From an optimization exercise on the open Yosys and OpenROAD flow, aimed at small area; shortcuts taken in it are not production practice.
In this exercise RTL edits were held to simulation tests only and were not proved equivalent to the original.
In runs 2 to 4 the design's own scripts or RTL, not TritonCTS, make the clock network.
The clock input has no modelled driver; a real chip could not lean on it and would need a root buffer or a full tree.
Power figures rest on the tool's default switching activity, not on a simulated workload.

File: design/flow/flow/run.sh
#!/bin/bash
# The standard layout (standard.sh) with two extra steps:
#  * after synthesis, restructure.tcl re-maps the combinational logic of
#    1_synth.odb for area with OpenROAD's restructure (ABC) on the platform
#    liberty less its don't-use cells, and swaps every combinational cell to its
#    smallest drive strength (the clock period is long; synthesis's upsizing buys
#    nothing); registers are untouched;
#  * after CTS (ORFS POST_CTS hook), cts_single.tcl replaces the clock tree by
#    three clock buffers, each driving the registers of one area of the die, so
#    every register gets its clock through one buffer and all see the same clock
#    arrival; the port buffers become the smallest plain buffer.
# Each tool's full output goes to a log of its own in this folder.
set -uo pipefail
bash standard.sh synth > synth.log 2>&1 || exit 1
mkdir -p rmp_work
RMP_RESULTS=$PWD/orfs/results/$FLOW_PLATFORM/super_mario_music/base \
RMP_LIB=$FLOW_HOME/platforms/$FLOW_PLATFORM/lib/sky130_fd_sc_hd__tt_025C_1v80.lib \
RMP_WORK=$PWD/rmp_work \
  openroad -no_init -exit flow/restructure.tcl > restructure.log 2>&1 || exit 1
export POST_CTS_TCL=$PWD/flow/cts_single.tcl
export FLOW_CLOCK_PORT=clk_1MHz
export FLOW_CLOCK_BUF=sky130_fd_sc_hd__clkbuf_16
export FLOW_CLOCK_GROUPS=3
export CTS_ARGS="-buf_list sky130_fd_sc_hd__clkbuf_8 -dont_use_dummy_load -repair_clock_nets"
bash standard.sh > standard.log 2>&1
File: design/flow/flow/cts_single.tcl
# Replace the clock tree that CTS built with one clock buffer that drives every
# register clock pin directly (all registers see the same clock arrival).
set db [ord::get_db]
set block [ord::get_db_block]
set clk_bterm [$block findBTerm $::env(FLOW_CLOCK_PORT)]
set root_net [$clk_bterm getNet]
set ::cs_sinks {}
set ::cs_old_insts {}
set ::cs_old_nets {}
proc collect_sinks {net} {

  foreach it [$net getITerms] {
    if {![$it isInputSignal] && [$it getIoType] ne "INPUT"} { continue }
    set inst [$it getInst]
    set mname [[$inst getMaster] getName]
    if {[string match "sky130_fd_sc_hd__clkbuf_*" $mname] || [string match "sky130_fd_sc_hd__clkinv*" $mname] || [string match "sky130_fd_sc_hd__bufinv*" $mname]} {
      lappend ::cs_old_insts $inst
      foreach ot [$inst getITerms] {
        if {[$ot isOutputSignal]} {
          set on [$ot getNet]
          if {$on ne "NULL" && $on ne ""} { lappend ::cs_old_nets $on; collect_sinks $on }
        }
      }
    } else {
      lappend ::cs_sinks $it
    }
  }
}
collect_sinks $root_net
puts "cts_single: [llength $::cs_sinks] sinks, removing [llength $::cs_old_insts] clock cells"
set master [$db findMaster $::env(FLOW_CLOCK_BUF)]
set ngroups $::env(FLOW_CLOCK_GROUPS)
# sink positions
set pts {}
foreach it $::cs_sinks {
  set bb [[$it getInst] getBBox]
  lappend pts [list [expr {([$bb xMin] + [$bb xMax]) / 2.0}] [expr {([$bb yMin] + [$bb yMax]) / 2.0}]]
  $it disconnect
}
foreach inst $::cs_old_insts { odb::dbInst_destroy $inst }
foreach n $::cs_old_nets { if {[llength [$n getITerms]] == 0} { odb::dbNet_destroy $n } }
# k-means on sink positions, seeded by sorting on x then y
set n [llength $pts]
set order [lsort -real -index 0 $pts]
set cents {}
for {set g 0} {$g < $ngroups} {incr g} {
  lappend cents [lindex $order [expr {int(($g + 0.5) * $n / $ngroups)}]]
}
for {set iter 0} {$iter < 50} {incr iter} {
  set asg {}
  foreach p $pts {
    set bd 1e18; set bg 0
    for {set g 0} {$g < $ngroups} {incr g} {
      set c [lindex $cents $g]
      set d [expr {abs([lindex $p 0] - [lindex $c 0]) + abs([lindex $p 1] - [lindex $c 1])}]
      if {$d < $bd} { set bd $d; set bg $g }
    }
    lappend asg $bg
  }
  set newc {}
  for {set g 0} {$g < $ngroups} {incr g} {
    set sx 0.0; set sy 0.0; set k 0
    foreach p $pts a $asg { if {$a == $g} { set sx [expr {$sx + [lindex $p 0]}]; set sy [expr {$sy + [lindex $p 1]}]; incr k } }
    if {$k > 0} { lappend newc [list [expr {$sx / $k}] [expr {$sy / $k}]] } else { lappend newc [lindex $cents $g] }
  }
  set cents $newc
}
for {set g 0} {$g < $ngroups} {incr g} {
  set buf [odb::dbInst_create $block $master "clkbuf_root_$g"]
  set net [odb::dbNet_create $block "clknet_root_$g"]
  $net setSigType CLOCK
  foreach it [$buf getITerms] {
    set mt [$it getMTerm]
    if {[$mt getName] eq "A"} { $it connect $root_net }
    if {[$mt getName] eq "X"} { $it connect $net }
  }
  set k 0
  foreach it $::cs_sinks a $asg { if {$a == $g} { $it connect $net; incr k } }
  set c [lindex $cents $g]
  $buf setLocation [expr {int([lindex $c 0])}] [expr {int([lindex $c 1])}]
  $buf setPlacementStatus PLACED
  puts "cts_single: buffer $g drives $k registers"
}
# port buffers: use the smallest plain buffer
set b1 [$db findMaster sky130_fd_sc_hd__buf_1]
foreach inst [$block getInsts] {
  if {[regexp {^(input|output)[0-9]+$} [$inst getName]] && [[$inst getMaster] getName] ne "sky130_fd_sc_hd__buf_1"} {
    puts "cts_single: port buffer [$inst getName] [[$inst getMaster] getName] -> sky130_fd_sc_hd__buf_1"
    $inst swapMaster $b1
  }
}
detailed_placement
check_placement -verbose
estimate_parasitics -placement
report_clock_skew
File: design/flow/flow/downsize.tcl
# Swap each combinational cell to the smallest-area variant of the same function
# (same base name, different drive strength). Registers keep their cell type.
set db [ord::get_db]
set block [ord::get_db_block]
set dont_use {}
if {[info exists ::env(DONT_USE_CELLS)]} { set dont_use $::env(DONT_USE_CELLS) }
array set best {}
foreach lib [$db getLibs] {
  foreach m [$lib getMasters] {
    set n [$m getName]
    if {![regexp {^(sky130_fd_sc_hd__[a-z0-9]+)_([0-9]+)$} $n -> base drv]} { continue }
    set skip 0
    foreach pat $dont_use { if {[string match $pat $n]} { set skip 1 } }
    if {$skip} { continue }
    set a [expr {[$m getWidth] * [$m getHeight]}]
    if {![info exists best($base)] || $a < [lindex $best($base) 1]} { set best($base) [list $m $a] }
  }
}
set nswap 0
foreach inst [$block getInsts] {
  set m [$inst getMaster]
  set n [$m getName]
  if {![regexp {^(sky130_fd_sc_hd__[a-z0-9]+)_([0-9]+)$} $n -> base drv]} { continue }
  if {[regexp {^sky130_fd_sc_hd__(df|sdf|edf|dl|tap|fill|decap|conb|lpflow)} $n]} { continue }
  if {![info exists best($base)]} { continue }
  set bm [lindex $best($base) 0]
  set ba [lindex $best($base) 1]
  set a [expr {[$m getWidth] * [$m getHeight]}]
  if {$ba < $a} {
    $inst swapMaster $bm
    incr nswap
  }
}
puts "downsize: swapped $nswap instances"
File: design/flow/flow/libfilter.py
#!/usr/bin/env python3
"""Copy a liberty file without the cells that match any of the given glob patterns."""
import sys, re, fnmatch
src, dst, pats = sys.argv[1], sys.argv[2], sys.argv[3:]
text = open(src).read()
out = []; i = 0; n = len(text)
cell_re = re.compile(r'\n(\s*)cell\s*\(\s*"?([A-Za-z0-9_]+)"?\s*\)\s*\{')
while True:
    m = cell_re.search(text, i)
    if not m:
        out.append(text[i:]); break
    name = m.group(2)
    # find the end of the cell block by brace counting
    j = m.end(); depth = 1
    while depth:
        c = text[j]
        if c == '{': depth += 1
        elif c == '}': depth -= 1
        j += 1
    if any(fnmatch.fnmatch(name, p) for p in pats):
        out.append(text[i:m.start()])
    else:
        out.append(text[i:j])
    i = j
open(dst, 'w').write(''.join(out))
File: design/flow/flow/restructure.tcl
# Run between the standard flow's synthesis and the rest of its flow, in a fresh OpenROAD:
# re-map the combinational logic of 1_synth.odb for area with restructure (ABC),
# on the platform liberty less its don't-use cells, then swap every combinational
# cell to its smallest drive strength. Registers are not touched.
set res $::env(RMP_RESULTS)
set lib $::env(RMP_LIB)
set work $::env(RMP_WORK)
read_db $res/1_synth.odb
read_liberty $lib
read_sdc $res/1_synth.sdc
source $::env(FLOW_HOME)/platforms/$::env(FLOW_PLATFORM)/setRC.tcl
set ::env(DONT_USE_CELLS) "sky130_fd_sc_hd__lpflow_* sky130_fd_sc_hd__probe_p_8 sky130_fd_sc_hd__probec_p_8"
exec python3 [file join [file dirname [info script]] libfilter.py] $lib $work/area.lib {*}$::env(DONT_USE_CELLS)
set_dont_use $::env(DONT_USE_CELLS)
puts "restructure: design area before"
report_design_area
restructure -target area -liberty_file $work/area.lib \
  -tielo_port sky130_fd_sc_hd__conb_1/LO -tiehi_port sky130_fd_sc_hd__conb_1/HI \
  -work_dir $work
puts "restructure: design area after"
report_design_area
source [file join [file dirname [info script]] downsize.tcl]
report_design_area
write_db $res/1_synth.odb
File: design/flow/standard.sh
#!/bin/bash
# synth_recipe.tcl (not shown) runs the flow's synth.tcl, then flattens the netlist and writes it again
# the make line also repeats each setting of config.mk as NAME=value (left out here)
make -C /OpenROAD-flow-scripts/flow DESIGN_CONFIG=/design/flow/config.mk WORK_HOME=/design/flow/orfs CLKGATE_MAP_FILE= SYNTH_SCRIPT=/design/flow/synth_recipe.tcl "${@:-finish}"
File: design/flow/config.mk
export PLATFORM = sky130hd
export DESIGN_NAME = super_mario_music
export DESIGN_NICKNAME = super_mario_music
export VERILOG_FILES = /design/flow/design.v
export SDC_FILE = /design/flow/constraint.sdc
export NUM_CORES = 4
export LEC_CHECK = 0
export ABC_AREA = 1
export CAP_MARGIN = 20
export CORE_MARGIN = 2
export CORE_UTILIZATION = 85
export SLEW_MARGIN = 20
export SYNTH_MEMORY_MAX_BITS = 65536
File: design/flow/constraint.sdc
create_clock -name core_clock -period 125.0 [get_ports {clk_1MHz}]
set_input_delay 25.0000 -clock core_clock [delete_from_list [all_inputs] [get_ports {clk_1MHz}]]
set_output_delay 25.0000 -clock core_clock [all_outputs]
set_load 0.01 [all_outputs]
File: design/flow/design.v
module super_mario_music (
    input wire clk_1MHz,  
    input wire rst,
    output reg piezo      
);
    wire [3:0] sid;       
    reg  [4:0] off;       
    wire [8:0] a = {sid, off};
    reg [4:0]  p;         
    reg [4:0]  cnt;       
    reg [13:0] b;         
    reg [13:0] t0;        
    reg [15:0] tc;        
    wire [7:0] u_o;
    smm_u u_rom (.i(a), .o(u_o));
    wire [3:0] tcode = u_o[3:0];
    wire [2:0] dcode = u_o[4+2:4];
    wire       last  = u_o[7];
    wire [3:0] dv;
    smm_v v_rom (.i(dcode), .o(dv));
    smm_p p_rom (.i(p), .o(sid));
    wire ge_o;
    smm_g g_rom (.i({tcode, cnt}), .o(ge_o));
    wire rest = ~tcode[0] & ~tcode[1] & ~tcode[2] & ~tcode[3];
    wire [5:0] t_o = rest ? {1'b0, cnt} : ge_o ? {~piezo, 5'd0} : {piezo, nx_cnt(cnt)};
    wire [6:0] dl;
    smm_d d_rom (.i(t0[12:5]), .o(dl));
    function [13:0] add14_4(input [13:0] x, input [3:0] y);
        integer i; reg c;
        begin
            c = 1'b0;
            for (i = 0; i < 14; i = i + 1) begin
                add14_4[i] = x[i] ^ (i < 4 ? y[i] : 1'b0) ^ c;
                c = (x[i] & (i < 4 ? y[i] : 1'b0)) | (c & (x[i] ^ (i < 4 ? y[i] : 1'b0)));
            end
        end
    endfunction
    function gt14(input [13:0] x, input [13:0] y);  
        integer i; reg g;
        begin
            g = 1'b0;
            for (i = 0; i < 14; i = i + 1)
                g = (x[i] & ~y[i]) | (~(x[i] ^ y[i]) & g);
            gt14 = g;
        end
    endfunction
    function [13:0] sub14_7(input [13:0] x, input [6:0] y);
        integer i; reg bw; reg yi;
        begin
            bw = 1'b0;
            for (i = 0; i < 14; i = i + 1) begin
                yi = (i < 7) ? y[i] : 1'b0;
                sub14_7[i] = x[i] ^ yi ^ bw;
                bw = (~x[i] & yi) | (bw & ~(x[i] ^ yi));
            end
        end
    endfunction
    function [6:0] inc7(input [6:0] x);
        integer i; reg c;
        begin
            c = 1'b1;
            for (i = 0; i < 7; i = i + 1) begin
                inc7[i] = x[i] ^ c;
                c = c & x[i];
            end
        end
    endfunction
    function [4:0] nx_off(input [4:0] x);
        nx_off = inc5(x);
    endfunction
    function [4:0] nx_p(input [4:0] x);  
        nx_p = {x[3:0], x[4] ^ x[2]};
    endfunction
    function [4:0] nx_cnt(input [4:0] x);
        nx_cnt = inc5(x);
    endfunction
    function [4:0] inc5(input [4:0] x);
        integer i; reg c;
        begin
            c = 1'b1;
            for (i = 0; i < 5; i = i + 1) begin
                inc5[i] = x[i] ^ c;
                c = c & x[i];
            end
        end
    endfunction
    wire [13:0] bn   = add14_4(b, dv);
    wire        nend = gt14(bn, t0);                    
    wire        tend = (tc == 16'd6656);               
    wire        inc  = tend;
    wire        fb   = tc[15] ^ tc[13] ^ tc[12] ^ tc[10] ^ tend;
    always @(posedge clk_1MHz or posedge rst) begin
        if (rst) begin
            off <= 5'd0;
            p <= 5'd1; cnt <= 5'd0; piezo <= 1'b0;
            b <= 14'd0; t0 <= 14'd12000; tc <= 16'd13312;
        end else begin
            cnt   <= t_o[4:0];
            piezo <= t_o[5];
            b     <= nend ? 14'd0 : bn;
            if (nend) begin
                if (last) begin
                    off <= 5'd0;
                    p <= (p == 5'd26) ? 5'd1 : nx_p(p);
                end else begin
                    off <= nx_off(off);
                end
            end
            t0 <= sub14_7(t0, inc ? dl : 7'd0);
            tc <= {tc[14:0], fb};
        end
    end
endmodule
module smm_u (
    input  wire [8:0] i,
    output wire [7:0] o
);
  wire new_n18, new_n19, new_n20, new_n21, new_n22, new_n23, new_n24,
  new_n25, new_n26, new_n27, new_n28, new_n29, new_n30, new_n31, new_n32,
  new_n33, new_n34, new_n35, new_n36, new_n37, new_n38, new_n39, new_n40,
  new_n41, new_n42, new_n43, new_n44, new_n45, new_n46, new_n47, new_n48,
  new_n49, new_n50, new_n51, new_n52, new_n53, new_n54, new_n55, new_n56,
  new_n57, new_n58, new_n59, new_n60, new_n61, new_n62, new_n63, new_n64,
  new_n65, new_n66, new_n67, new_n68, new_n69, new_n70, new_n71, new_n72,
  new_n73, new_n74, new_n75, new_n76, new_n77, new_n78, new_n79, new_n80,
  new_n81, new_n82, new_n83, new_n84, new_n85, new_n86, new_n87, new_n88,
  new_n89, new_n90, new_n91, new_n92, new_n93, new_n94, new_n95, new_n96,
  new_n98, new_n99, new_n100, new_n101, new_n102, new_n103, new_n104,
  new_n105, new_n106, new_n107, new_n108, new_n109, new_n111, new_n112,
  new_n113, new_n114, new_n115, new_n116, new_n117, new_n118, new_n119,
  new_n120, new_n121, new_n122, new_n123, new_n124, new_n125, new_n126,
  new_n127, new_n128, new_n129, new_n130, new_n131, new_n132, new_n133,
  new_n134, new_n135, new_n136, new_n137, new_n138, new_n139, new_n140,
  new_n141, new_n142, new_n143, new_n145, new_n146, new_n147, new_n148,
  new_n149, new_n150, new_n151, new_n152, new_n153, new_n154, new_n155,
  new_n156, new_n157, new_n158, new_n160, new_n161, new_n162, new_n163,
  new_n164, new_n165, new_n166, new_n167, new_n168, new_n169, new_n170,
  new_n171, new_n172, new_n173, new_n174, new_n175, new_n177, new_n178,
  new_n179, new_n180, new_n181, new_n182, new_n183, new_n184, new_n185,
  new_n186, new_n187, new_n188, new_n189, new_n190, new_n191, new_n192,
  new_n193, new_n194, new_n195, new_n196, new_n197, new_n198, new_n199,
  new_n201, new_n202, new_n203, new_n204, new_n205, new_n206, new_n207,
  new_n208, new_n209, new_n210, new_n211, new_n212, new_n214;
  assign new_n18 = ~i[5] & i[7];
  assign new_n19 = ~i[0] & i[7];
  assign new_n20 = ~i[6] & ~new_n19;
  assign new_n21 = ~new_n18 & ~new_n20;
  assign new_n22 = ~i[2] & ~new_n21;
  assign new_n23 = i[0] & i[2];
  assign new_n24 = i[6] & new_n23;
  assign new_n25 = i[8] & new_n24;
  assign new_n26 = ~i[0] & i[6];
  assign new_n27 = ~i[8] & new_n26;
  assign new_n28 = ~new_n25 & ~new_n27;
  assign new_n29 = ~new_n22 & new_n28;
  assign new_n30 = ~i[1] & i[3];
  assign new_n31 = i[5] & new_n30;
  assign new_n32 = ~i[3] & ~i[5];
  assign new_n33 = ~new_n31 & ~new_n32;
  assign new_n34 = i[1] & ~new_n18;
  assign new_n35 = new_n19 & ~new_n34;
  assign new_n36 = new_n33 & new_n35;
  assign new_n37 = ~i[4] & i[5];
  assign new_n38 = i[8] & new_n37;
  assign new_n39 = ~new_n31 & ~new_n38;
  assign new_n40 = i[0] & ~i[2];
  assign new_n41 = ~new_n39 & new_n40;
  assign new_n42 = ~i[0] & ~i[5];
  assign new_n43 = i[1] & i[2];
  assign new_n44 = new_n42 & new_n43;
  assign new_n45 = ~new_n41 & ~new_n44;
  assign new_n46 = ~new_n36 & new_n45;
  assign new_n47 = i[1] & i[4];
  assign new_n48 = i[2] & i[5];
  assign new_n49 = ~i[0] & i[3];
  assign new_n50 = i[1] & new_n49;
  assign new_n51 = new_n48 & ~new_n50;
  assign new_n52 = ~new_n47 & ~new_n51;
  assign new_n53 = ~i[8] & ~new_n52;
  assign new_n54 = i[0] & i[1];
  assign new_n55 = ~i[1] & ~i[3];
  assign new_n56 = ~i[2] & new_n55;
  assign new_n57 = ~new_n54 & ~new_n56;
  assign new_n58 = ~i[6] & ~i[7];
  assign new_n59 = ~new_n57 & new_n58;
  assign new_n60 = ~i[5] & ~i[7];
  assign new_n61 = i[2] & new_n26;
  assign new_n62 = new_n60 & new_n61;
  assign new_n63 = ~new_n59 & ~new_n62;
  assign new_n64 = ~new_n53 & new_n63;
  assign new_n65 = new_n46 & new_n64;
  assign new_n66 = ~new_n29 & new_n65;
  assign new_n67 = i[0] & ~i[5];
  assign new_n68 = ~i[3] & ~i[7];
  assign new_n69 = new_n67 & new_n68;
  assign new_n70 = ~new_n49 & ~new_n69;
  assign new_n71 = ~i[1] & ~new_n70;
  assign new_n72 = ~new_n66 & new_n71;
  assign new_n73 = ~i[1] & ~i[2];
  assign new_n74 = i[8] & new_n73;
  assign new_n75 = i[6] & i[8];
  assign new_n76 = new_n19 & ~new_n75;
  assign new_n77 = i[7] & new_n43;
  assign new_n78 = i[8] & new_n77;
  assign new_n79 = ~new_n76 & ~new_n78;
  assign new_n80 = new_n46 & new_n79;
  assign new_n81 = ~new_n74 & ~new_n80;
  assign new_n82 = ~new_n29 & new_n55;
  assign new_n83 = i[0] & ~i[8];
  assign new_n84 = ~i[7] & ~new_n83;
  assign new_n85 = i[5] & ~new_n84;
  assign new_n86 = ~i[4] & ~i[7];
  assign new_n87 = new_n40 & new_n86;
  assign new_n88 = i[4] & i[8];
  assign new_n89 = ~i[0] & new_n88;
  assign new_n90 = i[6] & new_n60;
  assign new_n91 = ~new_n89 & ~new_n90;
  assign new_n92 = ~new_n87 & new_n91;
  assign new_n93 = ~new_n85 & new_n92;
  assign new_n94 = i[1] & ~new_n93;
  assign new_n95 = ~new_n82 & ~new_n94;
  assign new_n96 = ~new_n81 & new_n95;
  assign o[0] = new_n72 | ~new_n96;
  assign new_n98 = i[3] & i[8];
  assign new_n99 = i[3] & new_n27;
  assign new_n100 = ~new_n38 & ~new_n99;
  assign new_n101 = i[1] & ~i[2];
  assign new_n102 = ~new_n100 & new_n101;
  assign new_n103 = ~new_n98 & new_n102;
  assign new_n104 = new_n26 & ~new_n68;
  assign new_n105 = new_n74 & new_n104;
  assign new_n106 = ~i[7] & ~new_n55;
  assign new_n107 = new_n25 & ~new_n106;
  assign new_n108 = ~new_n105 & ~new_n107;
  assign new_n109 = ~new_n103 & new_n108;
  assign o[1] = ~new_n65 | ~new_n109;
  assign new_n111 = i[2] & ~i[6];
  assign new_n112 = ~new_n34 & new_n111;
  assign new_n113 = ~i[1] & i[4];
  assign new_n114 = ~new_n112 & ~new_n113;
  assign new_n115 = new_n43 & new_n90;
  assign new_n116 = ~new_n73 & new_n98;
  assign new_n117 = i[0] & ~new_n116;
  assign new_n118 = ~new_n115 & new_n117;
  assign new_n119 = new_n114 & new_n118;
  assign new_n120 = ~i[3] & i[5];
  assign new_n121 = ~i[6] & new_n120;
  assign new_n122 = ~new_n90 & ~new_n121;
  assign new_n123 = new_n73 & ~new_n122;
  assign new_n124 = ~i[6] & ~new_n43;
  assign new_n125 = new_n18 & new_n124;
  assign new_n126 = ~i[0] & ~new_n47;
  assign new_n127 = ~new_n125 & new_n126;
  assign new_n128 = i[5] & new_n77;
  assign new_n129 = ~i[3] & ~new_n48;
  assign new_n130 = ~i[1] & new_n75;
  assign new_n131 = ~new_n129 & new_n130;
  assign new_n132 = ~new_n128 & ~new_n131;
  assign new_n133 = new_n127 & new_n132;
  assign new_n134 = ~new_n123 & new_n133;
  assign new_n135 = ~new_n119 & ~new_n134;
  assign new_n136 = i[0] & new_n18;
  assign new_n137 = ~new_n27 & ~new_n136;
  assign new_n138 = new_n55 & ~new_n137;
  assign new_n139 = ~i[2] & new_n19;
  assign new_n140 = ~i[3] & new_n48;
  assign new_n141 = ~new_n139 & ~new_n140;
  assign new_n142 = ~i[8] & ~new_n141;
  assign new_n143 = ~new_n138 & ~new_n142;
  assign o[2] = new_n135 | ~new_n143;
  assign new_n145 = i[8] & ~new_n43;
  assign new_n146 = ~i[2] & ~i[4];
  assign new_n147 = ~i[8] & ~new_n146;
  assign new_n148 = new_n120 & ~new_n147;
  assign new_n149 = ~new_n145 & new_n148;
  assign new_n150 = ~new_n98 & ~new_n149;
  assign new_n151 = new_n117 & ~new_n150;
  assign new_n152 = new_n19 & ~new_n73;
  assign new_n153 = new_n79 & new_n152;
  assign new_n154 = i[3] & ~i[6];
  assign new_n155 = ~new_n42 & new_n154;
  assign new_n156 = new_n73 & new_n99;
  assign new_n157 = ~new_n155 & ~new_n156;
  assign new_n158 = ~new_n153 & new_n157;
  assign o[3] = new_n151 | ~new_n158;
  assign new_n160 = ~i[0] & ~i[6];
  assign new_n161 = ~i[2] & ~new_n160;
  assign new_n162 = ~new_n55 & ~new_n161;
  assign new_n163 = new_n49 & new_n60;
  assign new_n164 = ~i[4] & ~new_n54;
  assign new_n165 = ~i[8] & ~new_n164;
  assign new_n166 = ~new_n163 & ~new_n165;
  assign new_n167 = ~new_n162 & new_n166;
  assign new_n168 = i[6] & ~new_n38;
  assign new_n169 = ~i[7] & ~new_n168;
  assign new_n170 = ~i[4] & i[6];
  assign new_n171 = i[5] & ~new_n73;
  assign new_n172 = ~new_n170 & new_n171;
  assign new_n173 = ~i[3] & ~new_n60;
  assign new_n174 = ~new_n172 & new_n173;
  assign new_n175 = ~new_n169 & ~new_n174;
  assign o[4] = ~new_n167 | ~new_n175;
  assign new_n177 = ~new_n33 & ~new_n43;
  assign new_n178 = new_n73 & new_n83;
  assign new_n179 = i[0] & ~new_n98;
  assign new_n180 = new_n38 & new_n179;
  assign new_n181 = ~new_n178 & ~new_n180;
  assign new_n182 = ~new_n177 & new_n181;
  assign new_n183 = ~i[7] & ~new_n182;
  assign new_n184 = i[8] & ~new_n120;
  assign new_n185 = new_n43 & ~new_n184;
  assign new_n186 = ~i[2] & new_n32;
  assign new_n187 = ~new_n90 & ~new_n113;
  assign new_n188 = ~new_n186 & new_n187;
  assign new_n189 = ~new_n185 & new_n188;
  assign new_n190 = ~i[0] & ~new_n189;
  assign new_n191 = i[1] & ~i[8];
  assign new_n192 = ~new_n24 & ~new_n191;
  assign new_n193 = i[7] & ~new_n192;
  assign new_n194 = ~new_n48 & ~new_n54;
  assign new_n195 = new_n124 & ~new_n194;
  assign new_n196 = ~new_n76 & ~new_n195;
  assign new_n197 = ~new_n193 & new_n196;
  assign new_n198 = ~new_n102 & new_n197;
  assign new_n199 = ~new_n190 & new_n198;
  assign o[5] = new_n183 | ~new_n199;
  assign new_n201 = ~new_n57 & new_n149;
  assign new_n202 = new_n182 & new_n201;
  assign new_n203 = new_n88 & ~new_n126;
  assign new_n204 = i[6] & new_n67;
  assign new_n205 = ~i[7] & ~new_n204;
  assign new_n206 = i[3] & ~new_n160;
  assign new_n207 = ~new_n205 & new_n206;
  assign new_n208 = new_n77 & new_n83;
  assign new_n209 = new_n47 & ~new_n89;
  assign new_n210 = ~new_n208 & ~new_n209;
  assign new_n211 = ~new_n207 & new_n210;
  assign new_n212 = ~new_n203 & new_n211;
  assign o[6] = new_n202 | ~new_n212;
  assign new_n214 = i[1] & new_n154;
  assign o[7] = ~new_n211 | new_n214;
endmodule
module smm_p (
    input  wire [4:0] i,
    output wire [3:0] o
);
  wire new_n10, new_n11, new_n12, new_n13, new_n14, new_n15, new_n16,
  new_n17, new_n18, new_n19, new_n20, new_n21, new_n22, new_n23, new_n24,
  new_n26, new_n27, new_n28, new_n29, new_n30, new_n31, new_n33, new_n34,
  new_n35, new_n36, new_n37, new_n38, new_n40, new_n41, new_n42;
  assign new_n10 = ~i[1] & ~i[3];
  assign new_n11 = i[1] & i[3];
  assign new_n12 = ~new_n10 & ~new_n11;
  assign new_n13 = i[4] & ~new_n12;
  assign new_n14 = ~i[0] & new_n13;
  assign new_n15 = i[0] & ~i[2];
  assign new_n16 = new_n12 & new_n15;
  assign new_n17 = ~i[0] & ~i[3];
  assign new_n18 = ~new_n16 & ~new_n17;
  assign new_n19 = ~i[2] & ~i[3];
  assign new_n20 = ~i[1] & i[2];
  assign new_n21 = ~new_n19 & ~new_n20;
  assign new_n22 = ~new_n13 & ~new_n21;
  assign new_n23 = ~i[3] & ~new_n22;
  assign new_n24 = ~new_n18 & ~new_n23;
  assign o[0] = new_n14 | new_n24;
  assign new_n26 = ~i[4] & ~new_n17;
  assign new_n27 = ~new_n21 & new_n26;
  assign new_n28 = i[0] & i[2];
  assign new_n29 = i[1] & i[4];
  assign new_n30 = ~new_n19 & new_n29;
  assign new_n31 = ~new_n28 & new_n30;
  assign o[1] = ~new_n27 & ~new_n31;
  assign new_n33 = i[0] & ~i[1];
  assign new_n34 = ~i[4] & ~new_n33;
  assign new_n35 = new_n15 & new_n34;
  assign new_n36 = i[2] & ~new_n34;
  assign new_n37 = ~new_n35 & ~new_n36;
  assign new_n38 = ~new_n14 & new_n37;
  assign o[2] = new_n23 | ~new_n38;
  assign new_n40 = ~i[2] & ~new_n12;
  assign new_n41 = new_n26 & ~new_n40;
  assign new_n42 = i[4] & ~new_n16;
  assign o[3] = new_n41 | new_n42;
endmodule
module smm_d (
    input  wire [7:0] i,
    output wire [6:0] o
);
  wire new_n16, new_n17, new_n18, new_n19, new_n20, new_n21, new_n22,
  new_n23, new_n24, new_n25, new_n26, new_n27, new_n28, new_n29, new_n30,
  new_n31, new_n32, new_n33, new_n34, new_n35, new_n36, new_n37, new_n38,
  new_n39, new_n40, new_n41, new_n42, new_n43, new_n44, new_n45, new_n46,
  new_n47, new_n48, new_n49, new_n50, new_n51, new_n52, new_n53, new_n54,
  new_n55, new_n56, new_n57, new_n58, new_n59, new_n60, new_n61, new_n62,
  new_n63, new_n64, new_n66, new_n67, new_n68, new_n69, new_n70, new_n71,
  new_n72, new_n73, new_n74, new_n75, new_n76, new_n77, new_n78, new_n79,
  new_n80, new_n81, new_n82, new_n83, new_n84, new_n85, new_n86, new_n87,
  new_n88, new_n89, new_n90, new_n91, new_n92, new_n93, new_n94, new_n95,
  new_n96, new_n97, new_n98, new_n100, new_n101, new_n102, new_n103,
  new_n104, new_n105, new_n106, new_n107, new_n108, new_n109, new_n110,
  new_n111, new_n112, new_n113, new_n114, new_n115, new_n116, new_n117,
  new_n118, new_n119, new_n120, new_n122, new_n123, new_n124, new_n125,
  new_n126, new_n127, new_n128, new_n129, new_n130, new_n131, new_n132,
  new_n133, new_n134, new_n135, new_n137, new_n138, new_n139, new_n140,
  new_n142, new_n143, new_n144, new_n145, new_n146;
  assign new_n16 = ~i[3] & i[7];
  assign new_n17 = i[4] & new_n16;
  assign new_n18 = i[7] & ~new_n17;
  assign new_n19 = ~i[2] & ~new_n18;
  assign new_n20 = ~i[5] & ~new_n19;
  assign new_n21 = ~i[1] & ~i[2];
  assign new_n22 = ~i[4] & new_n21;
  assign new_n23 = i[2] & i[3];
  assign new_n24 = ~new_n22 & ~new_n23;
  assign new_n25 = i[0] & new_n24;
  assign new_n26 = ~i[0] & ~i[1];
  assign new_n27 = ~i[2] & ~i[4];
  assign new_n28 = new_n26 & new_n27;
  assign new_n29 = ~new_n25 & ~new_n28;
  assign new_n30 = new_n20 & ~new_n29;
  assign new_n31 = ~i[2] & i[3];
  assign new_n32 = ~i[6] & new_n31;
  assign new_n33 = ~new_n16 & ~new_n32;
  assign new_n34 = ~i[4] & ~i[5];
  assign new_n35 = ~i[1] & ~new_n34;
  assign new_n36 = ~new_n33 & new_n35;
  assign new_n37 = i[4] & i[6];
  assign new_n38 = i[2] & new_n37;
  assign new_n39 = ~new_n32 & ~new_n38;
  assign new_n40 = ~i[0] & ~new_n39;
  assign new_n41 = ~i[0] & ~i[3];
  assign new_n42 = new_n21 & new_n41;
  assign new_n43 = i[6] & new_n42;
  assign new_n44 = ~new_n40 & ~new_n43;
  assign new_n45 = ~new_n36 & new_n44;
  assign new_n46 = i[3] & ~i[4];
  assign new_n47 = i[0] & i[5];
  assign new_n48 = ~i[1] & ~new_n47;
  assign new_n49 = ~i[0] & ~i[7];
  assign new_n50 = i[1] & ~new_n49;
  assign new_n51 = ~new_n48 & ~new_n50;
  assign new_n52 = ~new_n24 & ~new_n51;
  assign new_n53 = new_n46 & ~new_n52;
  assign new_n54 = ~i[6] & ~new_n49;
  assign new_n55 = i[4] & ~new_n54;
  assign new_n56 = i[2] & ~i[6];
  assign new_n57 = ~i[7] & new_n56;
  assign new_n58 = i[1] & i[7];
  assign new_n59 = new_n23 & new_n58;
  assign new_n60 = ~new_n57 & ~new_n59;
  assign new_n61 = ~new_n55 & new_n60;
  assign new_n62 = i[5] & ~new_n61;
  assign new_n63 = ~new_n53 & ~new_n62;
  assign new_n64 = new_n45 & new_n63;
  assign o[0] = new_n30 | ~new_n64;
  assign new_n66 = i[4] & ~new_n41;
  assign new_n67 = ~i[6] & ~new_n66;
  assign new_n68 = i[0] & new_n67;
  assign new_n69 = ~new_n17 & ~new_n68;
  assign new_n70 = ~i[2] & new_n69;
  assign new_n71 = i[6] & ~i[7];
  assign new_n72 = ~i[4] & ~new_n71;
  assign new_n73 = ~i[5] & new_n41;
  assign new_n74 = new_n72 & ~new_n73;
  assign new_n75 = i[1] & ~new_n74;
  assign new_n76 = ~new_n70 & new_n75;
  assign new_n77 = ~i[5] & ~new_n43;
  assign new_n78 = new_n22 & ~new_n77;
  assign new_n79 = i[3] & i[4];
  assign new_n80 = ~i[5] & new_n79;
  assign new_n81 = ~new_n26 & ~new_n58;
  assign new_n82 = new_n80 & new_n81;
  assign new_n83 = ~new_n21 & ~new_n34;
  assign new_n84 = ~i[2] & ~i[5];
  assign new_n85 = ~i[7] & ~new_n84;
  assign new_n86 = ~new_n83 & new_n85;
  assign new_n87 = i[2] & i[7];
  assign new_n88 = new_n47 & new_n87;
  assign new_n89 = ~new_n86 & ~new_n88;
  assign new_n90 = ~new_n82 & new_n89;
  assign new_n91 = i[7] & new_n46;
  assign new_n92 = ~new_n38 & ~new_n91;
  assign new_n93 = ~new_n23 & ~new_n92;
  assign new_n94 = ~new_n32 & ~new_n54;
  assign new_n95 = ~i[0] & ~new_n94;
  assign new_n96 = ~new_n93 & ~new_n95;
  assign new_n97 = new_n90 & new_n96;
  assign new_n98 = ~new_n78 & new_n97;
  assign o[1] = new_n76 | ~new_n98;
  assign new_n100 = new_n69 & new_n77;
  assign new_n101 = ~i[4] & ~new_n23;
  assign new_n102 = i[2] & new_n101;
  assign new_n103 = ~new_n31 & ~new_n102;
  assign new_n104 = i[6] & ~new_n103;
  assign new_n105 = ~i[6] & new_n21;
  assign new_n106 = ~i[3] & new_n105;
  assign new_n107 = i[5] & ~new_n106;
  assign new_n108 = i[4] & new_n71;
  assign new_n109 = new_n27 & new_n58;
  assign new_n110 = ~new_n108 & ~new_n109;
  assign new_n111 = new_n107 & new_n110;
  assign new_n112 = ~new_n104 & new_n111;
  assign new_n113 = ~new_n100 & ~new_n112;
  assign new_n114 = i[2] & ~new_n37;
  assign new_n115 = i[7] & ~new_n114;
  assign new_n116 = i[5] & i[6];
  assign new_n117 = ~new_n105 & ~new_n116;
  assign new_n118 = ~new_n115 & new_n117;
  assign new_n119 = ~new_n88 & ~new_n118;
  assign new_n120 = i[3] & ~new_n119;
  assign o[2] = new_n113 | new_n120;
  assign new_n122 = ~new_n56 & ~new_n80;
  assign new_n123 = ~new_n78 & new_n122;
  assign new_n124 = i[7] & ~new_n123;
  assign new_n125 = ~new_n20 & new_n101;
  assign new_n126 = ~i[4] & new_n51;
  assign new_n127 = ~new_n67 & ~new_n126;
  assign new_n128 = ~new_n125 & new_n127;
  assign new_n129 = i[7] & ~new_n42;
  assign new_n130 = new_n34 & ~new_n129;
  assign new_n131 = ~i[1] & i[2];
  assign new_n132 = new_n130 & ~new_n131;
  assign new_n133 = i[6] & ~new_n132;
  assign new_n134 = ~i[6] & new_n34;
  assign new_n135 = ~new_n91 & ~new_n134;
  assign o[5] = new_n133 | ~new_n135;
  assign new_n137 = ~i[7] & ~new_n42;
  assign new_n138 = ~i[4] & ~new_n137;
  assign new_n139 = ~o[5] & new_n138;
  assign new_n140 = ~new_n128 & ~new_n139;
  assign o[3] = new_n124 | new_n140;
  assign new_n142 = i[7] & new_n32;
  assign new_n143 = ~new_n58 & new_n72;
  assign new_n144 = ~new_n101 & ~new_n143;
  assign new_n145 = ~new_n142 & new_n144;
  assign new_n146 = new_n107 & new_n145;
  assign o[4] = new_n130 | new_n146;
  assign o[6] = ~i[7] & ~new_n134;
endmodule
module smm_v (
    input  wire [2:0] i,
    output wire [3:0] o
);
  wire new_n10, new_n11;
  assign o[0] = i[1] & i[2];
  assign o[1] = ~i[1] & i[2];
  assign new_n10 = i[0] & i[1];
  assign new_n11 = ~i[0] & i[2];
  assign o[2] = ~new_n10 & ~new_n11;
  assign o[3] = i[1] & ~i[2];
endmodule
module smm_g (
    input  wire [8:0] i,
    output wire [0:0] o
);
  wire new_n11, new_n12, new_n13, new_n14, new_n15, new_n16, new_n17,
  new_n18, new_n19, new_n20, new_n21, new_n22, new_n23, new_n24, new_n25,
  new_n26, new_n27, new_n28, new_n29, new_n30, new_n31, new_n32, new_n33,
  new_n34, new_n35;
  assign new_n11 = i[0] & i[1];
  assign new_n12 = i[5] & ~new_n11;
  assign new_n13 = i[2] & ~new_n12;
  assign new_n14 = ~i[7] & i[8];
  assign new_n15 = ~new_n13 & new_n14;
  assign new_n16 = ~i[6] & i[8];
  assign new_n17 = ~i[7] & ~new_n16;
  assign new_n18 = i[2] & new_n17;
  assign new_n19 = ~i[3] & ~new_n18;
  assign new_n20 = ~i[0] & i[5];
  assign new_n21 = i[6] & new_n20;
  assign new_n22 = i[1] & ~new_n21;
  assign new_n23 = ~i[6] & ~new_n20;
  assign new_n24 = ~i[2] & i[7];
  assign new_n25 = i[3] & ~new_n24;
  assign new_n26 = ~new_n23 & ~new_n25;
  assign new_n27 = ~new_n22 & new_n26;
  assign new_n28 = ~new_n19 & ~new_n27;
  assign new_n29 = ~new_n15 & new_n28;
  assign new_n30 = ~i[4] & ~new_n29;
  assign new_n31 = i[4] & new_n11;
  assign new_n32 = i[8] & ~new_n31;
  assign new_n33 = i[6] & ~new_n32;
  assign new_n34 = ~i[5] & new_n17;
  assign new_n35 = ~new_n33 & new_n34;
  assign o[0] = ~new_n30 & ~new_n35;
endmodule
==> summary.txt, run 1 <==
Status
  – Tool error: [ERROR GPL-0301] Utilization 102.454 % exceeds 100%.
  – Halt point of the flow: global placement without I/O (3_1_place_gp_skip_io)
  – Status: stopped before the end

Yosys
  – Yosys warning total: 1
  – Mapped Nets: just under 500
  – Cells after Synth: slightly below 500
  – Avg Cell Area, Syn: about 8 µm²
  – Cell Area, Synth: approximately 3800 µm²

Floorplanning
  – Die width: 70.67 µm
  – Die Y: slightly above 70 µm
  – Rows: 24
  – Initial Util: 87.36%
==> run 2: changes to the inputs <==
--- a/design/flow/config.mk
+++ b/design/flow/config.mk
@@ -8,6 +8,6 @@
 export ABC_AREA = 1
 export CAP_MARGIN = 20
 export CORE_MARGIN = 2
-export CORE_UTILIZATION = 85
+export CORE_UTILIZATION = 70
 export SLEW_MARGIN = 20
 export SYNTH_MEMORY_MAX_BITS = 65536
==> run 2 against run 1 <==
  * The run now finishes clean
  * Synthesized cell count did not move
  * Synthesized area did not move
==> summary.txt, run 2 <==
STA
  – Fin crit period: between 20 and 30 ns
  – Clk_skew: 0.01809 ns
  – Worst Tran Pin Value: ~1 ns
  – Final hold viol count: 0
  – FMAX: between 30 and 40 MHz
  – Final setup vio count: 0
  – RSZ-0062 raised after global routing: false
  – Slew headroom: between 30% and 40%
  – Fin. max-slew vios: 0
  – Crit share post-route: around 21%
  – Setup total negative slack: 0 ns

Global route
  – GR Util All Layers: ~33%
  – Largest net degree at the start of global routing: between 60 and 70
  – Antenna violations before repair: 0
  – First-pass GRT wire length: about 16 mm
  – GRT Residual Overflow: 0
  – Vias in the first global route: 3,659

Routing
  – DRC: 0
  – Routed Antenna Nets: 0
  – DRT Wirelength: around 9.5 mm
  – Avg WL per Cell: 16.98 µm
  – Pre-antenna DRT Iters: 6
  – Vias: roughly 3,900
  – DRC violation total after the first TritonRoute iteration: about 560
  – Via-per-instance ratio: ~7

Yosys
  – Yosys warning total: 1
  – Cell Area, Synth: 3777 µm²
  – Mapped Nets: approximately 480
  – Cells after Synth: between 400 and 500
  – Avg Cell Area, Syn: ~7.8 µm²

Pwr
  – Combinational fraction of design power: 1.4%
  – VDD IR max: between 0.006 and 0.007 mV
  – Psw: ~5.0 µW
  – Internal power: 23.80 µW
  – Pwr dens: a little over 7 nW/µm²
  – Sw Share: 17.48%
  – Overall power: 28.85 µW
  – LEAKAGE: about 0.0015 µW
  – Share of power burned in registers: between 60% and 70%
  – Clock power share: ~31%

Critical path
  – Critical path class: reg -> out
  – CP Capture Type: output port
  – CP max-delay cell: dfrtp_1
  – Startpoint Class: register
  – CP Cell Sequence: buf_1
  – Critical path arrival: around 0.69 ns
  – Reg2Reg Setup Slack: 117.02 ns
  – CP required: ~100 ns
  – WP buf/inv: 1
  – CP max stage delay: ~0.38 ns
  – Worst Path Max Fanout: 3
  – CP delay by family, top: flip-flops

Floorplanning
  – Rows: 26
  – Area of the die: approximately 6000 µm²
  – Die Y: just under 80 µm
  – # IOs: 3
  – Die width: a little under 80 µm
  – Initial Util: 73.03%
  – Core region area: ~5200 µm²

Clock network
  – Later-pin clock latency in the skew report: 0.15 ns
  – Clk slew on worst S/H paths: around 0.090 ns
  – Clk sink count: 60

Cells and area
  – Most frequent cells in the layout: 84 x nor2_1, 59 x o21ai_0, 57 x clkinv_1
  – Area Growth Syn to Fin: 5.333%
  – Fill cells: between 300 and 400
  – Largest Register: tc
  – Commonest non-fill, non-tap cell in the layout: nor2_1
  – Antenna cells: 0
  – Share of cells above drive strength 1: 3.870%
  – Top flop regs: tc x16, b x14, t0 x14
  – Max reg flops: 16
  – Final #Nets: ~500
  – Fin cells: around 560

Placed design
  – IO buf count: 2
  – GP Congestion: 1.049
  – Placed wire-length estimate: about 6.7 mm
  – Post-Place Cells: 558

Worst hold path
  – Hold Path Class: reg -> reg

Flow run
  – Max-cap violations: 0

Status
  – Status: timing/DRC/antenna clean
-- run 2: metrics by stage --
step | instance area [µm²] | setup WS, ns | util [%] | hold WS, ns
after floorplan | 3777 | 99.08 | - | 0.3540
after global placement | 3916 | 98.96 | 75.71 | 0.3584
after detailed placement | 3916 | 98.92 | 75.71 | 0.3650
after global routing | 3979 | 99.28 | 76.92 | 0.3970
final | 3979 | 99.31 | 76.92 | 0.3855
-- run 2: worst paths after layout --
check                      endpoint  cells after the start   start
hold / removal               tc[12]                      0  tc[11]
setup / recovery              piezo                      1   piezo
setup reg to reg             off[3]                     40    p[1]
max in group asynchronous    off[1]                      3     rst
min in group asynchronous     tc[9]                      3     rst
hold reg to reg              tc[12]                      0  tc[11]
-- run 2: power by group through the flow --
stage / clock network [µW] / logic (µW) / registers [µW]
2_1_floorplan: 0 / 0.283 / 19.8
3_3_place_gp: 0 / 0.425 / 19.8
3_5_place_dp: 0 / 0.442 / 19.8
5_1_grt: 9.88 / 0.471 / 19.4
6_report: 9.04 / 0.395 / 19.4
-- run 2: metal layers --
layer,vias to the layer above,track usage [%],wire length [µm]
met5,-,0,0
met4,0,12.86,273
met3,50,5.000,843
met2,259,54.00,4442
met1,1783,44.22,3965
li1,1817,-,-
-- run 2: cell type report --
class	instances	area, µm²	area share [%]
timing repair buffer	6	37.54	0.9434
buffer	3	75.07	1.887
multi-input combinational	364	2046	51.41
sequential	60	1515	38.08
inverter	58	217.7	5.472
tap	70	87.58	2.201
==> run 3: changes to the inputs <==
--- a/design/flow/config.mk
+++ b/design/flow/config.mk
@@ -6,8 +6,8 @@
 export NUM_CORES = 4
 export LEC_CHECK = 0
 export ABC_AREA = 1
-export CAP_MARGIN = 20
+export CAP_MARGIN = 0
 export CORE_MARGIN = 2
 export CORE_UTILIZATION = 70
-export SLEW_MARGIN = 20
+export SLEW_MARGIN = 0
 export SYNTH_MEMORY_MAX_BITS = 65536
==> run 3 against run 2 <==
  * Core utilization stayed put
  * Synthesized area stayed put
  * Global-route usage stayed put
  * Critical path depth stayed put
  * Total power stayed put
  * Largest cell class unchanged
  * Largest power group unchanged
==> summary.txt, run 3 <==
Status
  – Status: timing/DRC/antenna clean

Routing
  – Routed Antenna Nets: 0
  – DRC violation total after the first TritonRoute iteration: around 560
  – Via-per-instance ratio: between 6 and 7
  – Pre-antenna DRT Iters: 6
  – Avg WL per Cell: 16.98 µm
  – Vias: just under 4,000
  – DRT Wirelength: approximately 9.5 mm
  – DRC: 0

Critical path
  – Critical path class: reg -> out
  – CP max stage delay: 0.38 ns
  – WP buf/inv: 1
  – Startpoint Class: register
  – CP delay by family, top: flip-flops
  – CP Cell Sequence: buf_1
  – CP max-delay cell: dfrtp_1
  – CP required: about 100 ns
  – Critical path arrival: 0.69 ns
  – CP Capture Type: output port
  – R2R cell count: 40
  – Worst Path Max Fanout: 3
  – WP depth: 1

Yosys
  – Yosys warning total: 1
  – Mapped Nets: between 400 and 500
  – Cell Area, Synth: around 3800 µm²
  – Cells after Synth: 482
  – Avg Cell Area, Syn: roughly 8 µm²

STA
  – Setup total negative slack: 0 ns
  – Crit share post-route: approximately a fifth
  – Fin crit period: about 26 ns
  – Slew headroom: roughly a third
  – Fin. max-slew vios: 0
  – FMAX: between 30 and 40 MHz
  – Final setup vio count: 0
  – Clk_skew: around 0.018 ns
  – Worst Tran Pin Value: about 1.0 ns
  – RSZ-0062 raised after global routing: false
  – Final hold viol count: 0

Global route
  – First-pass GRT wire length: 16.27 mm
  – GRT Residual Overflow: 0
  – Antenna violations before repair: 0
  – GR Util All Layers: approximately 33%
  – Vias in the first global route: around 3,700
  – Largest net degree at the start of global routing: 61

Pwr
  – LEAKAGE: between 0.0015 and 0.002 µW
  – Pwr dens: between 7 and 8 nW/µm²
  – VDD IR max: roughly 0.0066 mV

Clock network
  – Clk slew on worst S/H paths: roughly 0.090 ns
  – Clk sink count: 60
  – Later-pin clock latency in the skew report: ~0.15 ns

Cells and area
  – Max reg flops: 16
  – Antenna cells: 0
  – Top flop regs: tc x16, b x14, t0 x14
  – Area Growth Syn to Fin: 5.333%
  – Share of cells above drive strength 1: roughly 3.9%
  – Final core occ: 76.92%
  – Final #Nets: between 400 and 500
  – Commonest non-fill, non-tap cell in the layout: nor2_1
  – Most frequent cells in the layout: 84 x nor2_1, 59 x o21ai_0, 57 x clkinv_1
  – Largest Register: tc

Floorplanning
  – Core region area: 5172 µm²
  – Initial Util: between 70% and 80%
  – # IOs: 3
  – Die width: a little under 80 µm
  – Die Y: between 70 and 80 µm
  – Area of the die: about 6000 µm²
  – Rows: 26

Placed design
  – Placed wire-length estimate: between 6 and 7 mm
  – GP Congestion: between 1 and 1.5
  – IO buf count: 2

Worst hold path
  – WHS Path Cells: 0
  – Hold Path Class: reg -> reg

Flow run
  – Max-cap violations: 0
[run 3: layout make-up]
type,count,area (µm²)
Inverter,58,217.7
Sequential cell,60,1515
Buffer,3,75.07
Multi-Input combinational cell,364,2046
Timing Repair Buffer,6,37.54
Fill cell,372,1194
Tap cell,70,87.58
[run 3: worst register-to-register path: cells and delay by family, from the launching register on]
kind	cells	cell delay [ns]
AO/OA/AOI/OAI	15	3.38
AND/OR/NAND/NOR	15	2.18
buffers and inverters	10	1.86
flip-flops	1	0.43
[run 3: final timing paths]
check	endpoint	slack, ns	from
worst max-delay path	piezo	99.31	piezo
worst min register to register	tc[12]	0.39	tc[11]
worst min-delay path	tc[12]	0.39	tc[11]
max in group asynchronous	off[1]	99.47	rst
min in group asynchronous	tc[9]	25.03	rst
worst max register to register	off[3]	117.02	p[1]
[run 3: stage by stage]
step / total power, µW / cell area (µm²) / instances / setup WS, ns / hold WS, ns
after global routing: 29.76 / 3979 / 561 / 99.28 / 0.3970
after detailed placement: 20.22 / 3916 / 558 / 98.92 / 0.3650
after global placement: 20.21 / 3916 / 558 / 98.96 / 0.3584
final: 28.85 / 3979 / 561 / 99.31 / 0.3855
after floorplan: 20.07 / 3777 / 482 / 99.08 / 0.3540
[run 3: per-layer routing]
layer	up-vias	part of all wire (%)	global-route usage [%]
met5	-	0	0
met4	0	2.9	12.86
met3	50	8.9	5.000
met2	259	47	54.00
met1	1783	42	44.22
li1	1817	-	-
[run 3: report_power, final]
part	internal (µW)	switching, µW
logic	0.0304	0.364
registers	19.4	0
clock network	4.36	4.68
==> run 4: changes to the inputs <==
--- a/design/flow/flow/run.sh
+++ b/design/flow/flow/run.sh
@@ -15,7 +15,7 @@
 mkdir -p rmp_work
 RMP_RESULTS=$PWD/orfs/results/$FLOW_PLATFORM/super_mario_music/base \
 RMP_LIB=$FLOW_HOME/platforms/$FLOW_PLATFORM/lib/sky130_fd_sc_hd__tt_025C_1v80.lib \
-RMP_WORK=$PWD/rmp_work \
+RMP_WORK=$PWD/rmp_work RMP_FANOUT=9 \
   openroad -no_init -exit flow/restructure.tcl > restructure.log 2>&1 || exit 1
 export POST_CTS_TCL=$PWD/flow/cts_single.tcl
 export FLOW_CLOCK_PORT=clk_1MHz
==> design/flow/flow/fanout_size.tcl (new file) <==
# Give the drivers of nets with many loads the next drive strength (x2), so that
# placement's slew repair need not add buffers for them.
set db [ord::get_db]
set block [ord::get_db_block]
set nup 0
foreach net [$block getNets] {
  set loads 0; set drv ""
  foreach it [$net getITerms] {
    if {[$it isOutputSignal]} { set drv $it } elseif {[$it isInputSignal]} { incr loads }
  }
  if {$drv eq "" || $loads < $::env(RMP_FANOUT)} { continue }
  set inst [$drv getInst]
  set n [[$inst getMaster] getName]
  if {[regexp {^sky130_fd_sc_hd__(df|sdf|edf|dl|conb)} $n]} { continue }
  if {![regexp {^(sky130_fd_sc_hd__[a-z0-9]+)_([0-9]+)$} $n -> base drv_s]} { continue }
  if {$drv_s >= 2} { continue }
  set m2 [$db findMaster ${base}_2]
  if {$m2 eq "NULL" || $m2 eq ""} { continue }
  $inst swapMaster $m2
  incr nup
}
puts "fanout_size: upsized $nup drivers"
--- a/design/flow/flow/restructure.tcl
+++ b/design/flow/flow/restructure.tcl
@@ -20,5 +20,6 @@
 puts "restructure: design area after"
 report_design_area
 source [file join [file dirname [info script]] downsize.tcl]
+source [file join [file dirname [info script]] fanout_size.tcl]
 report_design_area
 write_db $res/1_synth.odb
--- a/design/flow/config.mk
+++ b/design/flow/config.mk
@@ -6,8 +6,8 @@
 export NUM_CORES = 4
 export LEC_CHECK = 0
 export ABC_AREA = 1
-export CAP_MARGIN = 0
+export CAP_MARGIN = 20
 export CORE_MARGIN = 2
 export CORE_UTILIZATION = 70
-export SLEW_MARGIN = 0
+export SLEW_MARGIN = 20
 export SYNTH_MEMORY_MAX_BITS = 65536
==> run 4 against run 3 <==
  * Fmax about the same
  * Via count increased by 2.4%
  * Still clean
  * Cell area about the same
  * Total power increased by 0.49%
  * First-iteration DRC count increased by 27%
  * Combinational power decreased by 4%
  * Die area increased by 0.69%
  * Largest power group unchanged
==> summary.txt, run 4 <==
Critical path
  – CP delay by family, top: flip-flops
  – WP buf/inv: 1
  – CP Cell Sequence: buf_1
  – Startpoint Class: register
  – CP Capture Type: output port
  – CP required: 100.00 ns
  – CP max-delay cell: dfrtp_1
  – Worst Path Max Fanout: 3
  – Critical path arrival: between 0.6 and 0.7 ns
  – Critical path class: reg -> out
  – CP max stage delay: 0.40 ns

STA
  – Fin crit period: 25.69 ns
  – Fin. max-slew vios: 0
  – RSZ-0062 raised after global routing: false
  – FMAX: 38.93 MHz
  – Final setup vio count: 0
  – Final hold viol count: 0
  – Clk_skew: 0.02251 ns
  – Setup total negative slack: 0 ns
  – Crit share post-route: approximately a fifth
  – Worst Tran Pin Value: 0.9560 ns
  – Slew headroom: between 30 and 40%
  – Final hold slack: roughly 0.35 ns

Global route
  – First-pass GRT wire length: approximately 18 mm
  – Antenna violations before repair: 0
  – GRT Residual Overflow: 0
  – Largest net degree at the start of global routing: between 60 and 70
  – GR Util All Layers: a little over a third
  – Vias in the first global route: roughly 3,800

Yosys
  – Mapped Nets: 484
  – Cell Area, Synth: ~3800 µm²
  – Yosys warning total: 1
  – Cells after Synth: about 480
  – Avg Cell Area, Syn: 7.894 µm²

Floorplanning
  – Die width: approximately 78 µm
  – Initial Util: 73.56%
  – # IOs: 3
  – Area of the die: 6041 µm²
  – Die Y: 77.73 µm
  – Rows: 26
  – Core region area: around 5200 µm²

Routing
  – Pre-antenna DRT Iters: 7
  – DRC violation total after the first TritonRoute iteration: approximately 720
  – Via-per-instance ratio: 7.185
  – DRT Wirelength: a little over 10 mm
  – DRC: 0
  – Vias: 4,002
  – Avg WL per Cell: 18.47 µm
  – Routed Antenna Nets: 0

Pwr
  – VDD IR max: between 0.008 and 0.009 mV
  – Pwr dens: around 7.3 nW/µm²
  – LEAKAGE: around 0.0015 µW

Cells and area
  – Top flop regs: tc x16, b x14, t0 x14
  – Commonest non-fill, non-tap cell in the layout: nor2_1
  – Largest Register: tc
  – Antenna cells: 0
  – Max reg flops: 16
  – Most frequent cells in the layout: 84 x nor2_1, 59 x o21ai_0, 50 x clkinv_1
  – Fin cells: 557
  – Area Growth Syn to Fin: 4.505%
  – Share of cells above drive strength 1: roughly 5%
  – Final #Nets: 491

Placed design
  – Placed wire-length estimate: roughly 7 mm
  – IO buf count: 2
  – GP Congestion: around 1
  – Post-Place Cells: approximately 550

Worst hold path
  – Hold Path Class: reg -> reg

Status
  – Status: timing/DRC/antenna clean

Flow run
  – Max-cap violations: 0

Clock network
  – Later-pin clock latency in the skew report: roughly 0.15 ns
  – Clk sink count: 60
  – Clk slew on worst S/H paths: approximately 0.090 ns
## run 4: path summary, 6_finish.rpt
check                            from    end  slack (ns)  cells after the start
worst max register to register   p[1]   p[3]      116.58                     37
min in group asynchronous         rst  tc[6]       24.96                      2
worst min register to register  tc[8]  tc[9]        0.35                      0
worst max-delay path            piezo  piezo       99.31                      1
max in group asynchronous         rst   b[9]       99.55                      2
worst min-delay path            tc[8]  tc[9]        0.35                      0
## run 4: final cells by class
cell class,count,area (µm²)
tap,70,87.58
fill,364,1196
sequential,60,1515
multi-input combinational,364,2062
timing repair buffer,2,7.507
inverter,58,229.0
buffer,3,75.07
## run 4: through the flow
step           util [%]  instance area (µm²)  worst slack, ns  power [µW]
2_1_floorplan         -                 3805            99.51       20.07
3_5_place_dp      75.64                 3913            98.82       20.20
5_1_grt           76.87                 3976            99.27       29.88
6_report          76.87                 3976            99.31       28.99
3_3_place_gp      75.64                 3913            98.86       20.18
## run 4: where the power goes
part | internal, µW | switching [µW] | leakage [µW] | total (µW)
combinational | 0.0135 | 0.363 | 0.000727 | 0.378
clock | 4.36 | 4.83 | 0.0000370 | 9.19
sequential | 19.4 | 0 | 0.000770 | 19.4
total | 23.8 | 5.19 | 0.00153 | 29.0
## run 4: worst reg2reg max path: cells and delay by family, from the launching register on
| kind | cells | cell delay [ns] |
|---|---|---|
| flops | 1 | 0.46 |
| buf+inv | 7 | 1.28 |
| compound gates | 16 | 4.49 |
| simple gates | 14 | 2.03 |
## run 4: per-layer routing
metal	up-vias	share of wire [%]	global-route usage, %
met5	-	0	0
met4	0	3.0	12.68
met3	60	9.9	6.860
met2	301	47	59.57
met1	1835	41	46.56
li1	1806	-	-

## re-timing with driven ports
The flow's constraints put no driver on any port. The routed layouts listed below were extracted and timed again, unchanged, in two steps. Step 1, drivers: a clkbuf_16 drives clk_1MHz and a buf_2 each remaining input, both assumed. Step 2 also shifts input and output timing later by t, the mid clock arrival at the registers, as if the neighbouring blocks saw the same clock. Three values: ideal ports, drivers, drivers and shift; two values: the first two.
| run | t (ns) | slack for setup (ns) | worst setup path at the end |
|---|---|---|---|
| run 2 | 0.205 | 99.315 / 99.251 / 99.305 | input, reset recovery |
| run 3 | 0.205 | 99.315 / 99.251 / 99.305 | input, reset recovery |
| run 4 | 0.206 | 99.313 / 99.250 / 99.390 | input, reset recovery |
After both steps every run listed still meets setup and hold. The worst setup slack also covers recovery checks on asynchronous resets.
